What follows belongs to an exercise in optimizing a design on an open flow for small area, a short achievable clock period and few clock cycles per item; a production flow would make more cautious choices. Only simulation tests tie the RTL to the original design; equivalence was not proved. Power figures rest on the tool's default switching activity, not on a simulated workload.

Setup of build 33:
Design Out_of_Order_divider, start of the top module:
module Out_of_Order_divider (clk, rst, start, memory_write_complete, dd_addr, dd_data, qr_we, qr_addr, qr_data);
input clk, rst, start;
output memory_write_complete;
output [4:0] dd_addr;
input [15:0] dd_data;
output qr_we;
output [4:0] qr_addr;
output [15:0] qr_data;
reg [4:0] rd_ptr, wr_ptr;
reg rd_run;
reg [1:0] valid;    
wire rd_active = start | rd_run;
always @(posedge clk, posedge rst)
begin
  if (rst) begin
    rd_ptr <= 5'd0;
    wr_ptr <= 5'd0;
    rd_run <= 1'b0;
    valid <= 0;
  end else begin
    valid <= {valid[0:0], rd_active};
    if (rd_active) begin
      rd_ptr <= rd_ptr + 5'd1;
      rd_run <= (rd_ptr != 5'd31);
    end
    if (qr_we)
      wr_ptr <= wr_ptr + 5'd1;
  end
end
assign dd_addr = rd_ptr;
assign qr_we = valid[1];
assign qr_addr = wr_ptr;
assign memory_write_complete = qr_we && (wr_ptr == 5'd31);
single_divider divider (.Clk(clk), .a_in(dd_data[15:8]), .d_in(dd_data[7:0]), .q_out(qr_data[15:8]), .r_out(qr_data[7:0]));
endmodule
export LEC_CHECK = 0
export ABC_CLOCK_PERIOD_IN_PS = 4000
export CAP_MARGIN = 20
export CORE_MARGIN = 2
export CORE_UTILIZATION = 40
export PLACE_DENSITY = 0.6
export SETUP_SLACK_MARGIN = 1.5
export SLEW_MARGIN = 20
create_clock -name core_clock -period 6.0 [get_ports {clk}]
run.sh (not shown) runs the stock make flow with config.mk's settings and CLKGATE_MAP_FILE= SYNTH_SCRIPT=/design/flow/synth_recipe.tcl, a recipe that flattens the netlist after the stock synthesis.
Testbench counts of build 33, summed over its fixed seeds: cycles 6,528, jobs 192.
Here is what was changed in the inputs of build 28 compared with build 33.
- clearing SETUP_SLACK_MARGIN, which used to be 1.5
- clearing ABC_CLOCK_PERIOD_IN_PS, which used to be 4000
--- outcome ---
- Overall die area came out exactly the same in build 28 and build 33.
- Delta (build 28 minus build 33): routed wire length lost 21%, buffering stage count on the worst path with inverters included lost 2, post-route total power lost about 14%.
--- input diff build 28..build 90 ---
- putting ABC_AREA at 1 where nothing was set
## What came out
Both conditions hold for build 90: the flow ran to the end and the final layout passed the timing, design-rule and antenna checks. The run showing the smaller time the final worst path needs with I/O delays and setup is build 90. The fraction of power spent switching nets of build 90 is higher than that of build 28. From build 28 to build 90 the numbers moved as follows: clock power share went down 0.6 points; initial core utilization down 0.58 points; clock network latency to the later pin of the worst-skew pair closely matched the old numbers. Build 90 -> build 28: largest fanout of any net on the critical path delta 0, exact match. Of build 90 and build 28, it is build 90 that has the higher cell area. Clock-net power: lower on build 28.
For build 81, these inputs were changed with respect to build 90:
- setting SETUP_SLACK_MARGIN to 1.5 for the first time
- removing ABC_AREA (formerly 1)
Dominant combinational cell family by area after synthesis = adder cells: build 81; dominant combinational cell family by area after synthesis = simple AND/OR/NAND/NOR gates: build 90
Horizontal extent of the die sits lower in build 81 than in build 90.
Result: PASS for each of build 81 and build 90
Lower multi-input gate area in the final layout among build 81 and build 90: build 90
Build 81 vs. build 90: maximum frequency saw an increase, delay of the slowest cell on the worst path saw a decrease, area after synthesis saw a decrease, global-route wire length before repair saw a decrease, final critical-path required period saw a decrease.
Between build 81 and build 90, it is build 81 whose final design instance area without fill is higher, by 18%.
Compared with build 90, build 81 shows a data arrival time of the critical path that is 0.98 ns higher.
Taking build 90 as the reference, in build 81 met2 track demand over resource in global routing higher; area occupied by registers higher.

Another version of the RTL of Out_of_Order_divider (not shown whole).
For scale: ~85 flip-flops, about 47 I/O pins, roughly 3400 um2 of cells after synthesis.
clock: 6.0 ns
lec_check: 0
abc_area: 1
cap_margin: 20
core_margin: 2
core_utilization: 40
place_density: 0.6
setup_slack_margin: 2.8
slew_margin: 20
standard.sh (not shown) runs the stock make flow with config.mk's settings and CLKGATE_MAP_FILE= SYNTH_SCRIPT=/design/flow/synth_recipe.tcl, a recipe that flattens the netlist after the stock synthesis.
==> flow/flow/run.sh <==
#!/bin/bash
set -euo pipefail
bash standard.sh BUFFER_PORTS_ARGS="-buffer_cell sky130_fd_sc_hd__buf_1" ADDER_MAP_FILE= CTS_ARGS="-sink_clustering_enable -repair_clock_nets -dont_use_dummy_load" finish > standard.log 2>&1
Testbench counts at the start, summed over its fixed seeds: cycles 6,912, jobs 192.
Change:
CORE_UTILIZATION = 50   (was 40)
PLACE_DENSITY = 0.7   (was 0.6)
SETUP_SLACK_MARGIN = 3.0   (was 2.8)
The new run ran to the end with no violations.
Combinational power goes up by a few percent.
Design area goes up slightly.
Count of clock-buffer cells in the layout stays the same.
Power goes up slightly.
Maximum frequency goes up slightly.
Setup slack gets better by 0.053 ns.
Via count goes up slightly.
Register-to-register slack gets better by 0.03 ns.
Global-route usage goes up by 3.3 points.
Routed wire length goes up by a few percent.
Worst hold slack gets better by 0.013 ns.
Change:
CORE_UTILIZATION = 40   (was 50)
PLACE_DENSITY = 0.6   (was 0.7)
SETUP_SLACK_MARGIN = 3.2   (was 3.0)
Result:
- total power rises by 1.6%
- synthesized cell count does not change
- global-route usage falls by 2.9 points

Starting RTL as in the previous note.
==> flow/config.mk <==
export PLATFORM = sky130hd
export DESIGN_NAME = Out_of_Order_divider
export DESIGN_NICKNAME = Out_of_Order_divider
export VERILOG_FILES = /design/flow/design.v
export SDC_FILE = /design/flow/constraint.sdc
export NUM_CORES = 4
export LEC_CHECK = 0
export ABC_AREA = 1
export CAP_MARGIN = 20
export CORE_MARGIN = 2
export CORE_UTILIZATION = 55
export PLACE_DENSITY = 0.75
export SETUP_SLACK_MARGIN = 3.0
export SLEW_MARGIN = 20
==> flow/constraint.sdc <==
create_clock -name core_clock -period 6.0 [get_ports {clk}]
set_input_delay 1.2000 -clock core_clock [delete_from_list [all_inputs] [get_ports {clk}]]
set_output_delay 1.2000 -clock core_clock [all_outputs]
set_load 0.01 [all_outputs]
Scripts as last shown in full above: flow/flow/run.sh
Testbench counts at the start, summed over its fixed seeds: cycles 6,912, jobs 192.
Rerun with:
==> flow/flow/run.sh (replaced) <==
#!/bin/bash
# Layout flow: the standard layout (standard.sh: ORFS from synthesis to
# finish) with three changes to how the layout is made:
#  - synthesis leaves the adders to ABC (ADDER_MAP_FILE empty, so no full- or
#    half-adder cells are extracted) and ABC restructures the divider's borrow
#    chains for delay; the registers come out exactly as in the standard run;
#  - every input and output port is buffered by a sky130_fd_sc_hd__buf_1;
#  - clock tree synthesis inserts no dummy loads (-dont_use_dummy_load).
# The tools' full output goes to standard.log; ORFS keeps its per-step logs
# under orfs/logs.
set -euo pipefail
bash standard.sh BUFFER_PORTS_ARGS="-buffer_cell sky130_fd_sc_hd__buf_1" ADDER_MAP_FILE= \
  CTS_ARGS="-sink_clustering_enable -repair_clock_nets -dont_use_dummy_load" finish > standard.log 2>&1
--- a/flow/config.mk
+++ b/flow/config.mk
@@ -11,2 +11,2 @@
-export CORE_UTILIZATION = 55
-export PLACE_DENSITY = 0.75
+export CORE_UTILIZATION = 40
+export PLACE_DENSITY = 0.6
Result: Register-to-register slack got worse by 30 ps. Routed wire length barely changes. Core utilization falls by 18 points. Hold slack improved by 8.2 ps. Synthesized cell count does not change. Clock-buffer cell count is unchanged. Power barely changes. Sequential cell count does not change. Critical path depth stays the same. Worst setup slack improved by 32 ps.
Rerun with:
==> flow/flow/run.sh (replaced) <==
#!/bin/bash
set -euo pipefail
bash standard.sh BUFFER_PORTS_ARGS="-buffer_cell sky130_fd_sc_hd__buf_1" ADDER_MAP_FILE= CTS_ARGS="-sink_clustering_enable -repair_clock_nets -dont_use_dummy_load" finish > standard.log 2>&1
--- a/flow/config.mk
+++ b/flow/config.mk
@@ -13 +13 @@
-export SETUP_SLACK_MARGIN = 3.0
+export SETUP_SLACK_MARGIN = 3.1
Outcome:
- The changed run produced a clean layout
- wire length grows by a few percent
- total power grows slightly
- flip-flop and latch count is unchanged
- sequential power barely changes
- final cell count rises slightly
- via count rises slightly
- die area is unchanged
- global-route usage rises by 0.69 points
- count of clock-buffer cells in the layout is unchanged
- sequential share of layout area came out lower by 0.93 points

[port drivers added, routing unchanged]
The flow's constraints put no driver on any port. The routed layouts listed below were extracted and timed again, unchanged, in two steps. Step 1 sets driving cells, clkbuf_16 on the clock port and buf_2 on the other inputs (assumed; they add their load-dependent delay and slew). Step 2, shift: input delay + t, output delay - t, t = (earliest + latest rising clock arrival at the registers) / 2. This alone moves slack from input paths to output paths. a / b / c = ideal ports / drivers / drivers and shift; a / b = the first two.
run	t (ns)	setup slack, ns	cell pins on the clock port's net
build 33	0.340	1.273 / 1.273 / 1.273	1
build 28	0.332	0.365 / 0.336 / 0.588	1
build 90	0.329	0.841 / 0.812 / 1.141	1
build 81	0.340	1.273 / 1.273 / 1.273	1
the first run of note 2	0.372	3.126 / 3.136 / 2.764	1
the second run of note 2	0.363	3.179 / 3.188 / 2.825	1
the third run of note 2	0.374	3.258 / 3.257 / 2.883	1
the first run of note 3	0.371	3.206 / 3.216 / 2.845	1
the second run of note 3	0.370	3.238 / 3.247 / 2.876	1
the third run of note 3	0.378	3.172 / 3.183 / 2.805	1
After both steps setup and hold are still met in every run listed. The setup slack of the third run of note 2, which loses most, moves by -0.001 ns with the drivers and by -0.375 ns with both steps.
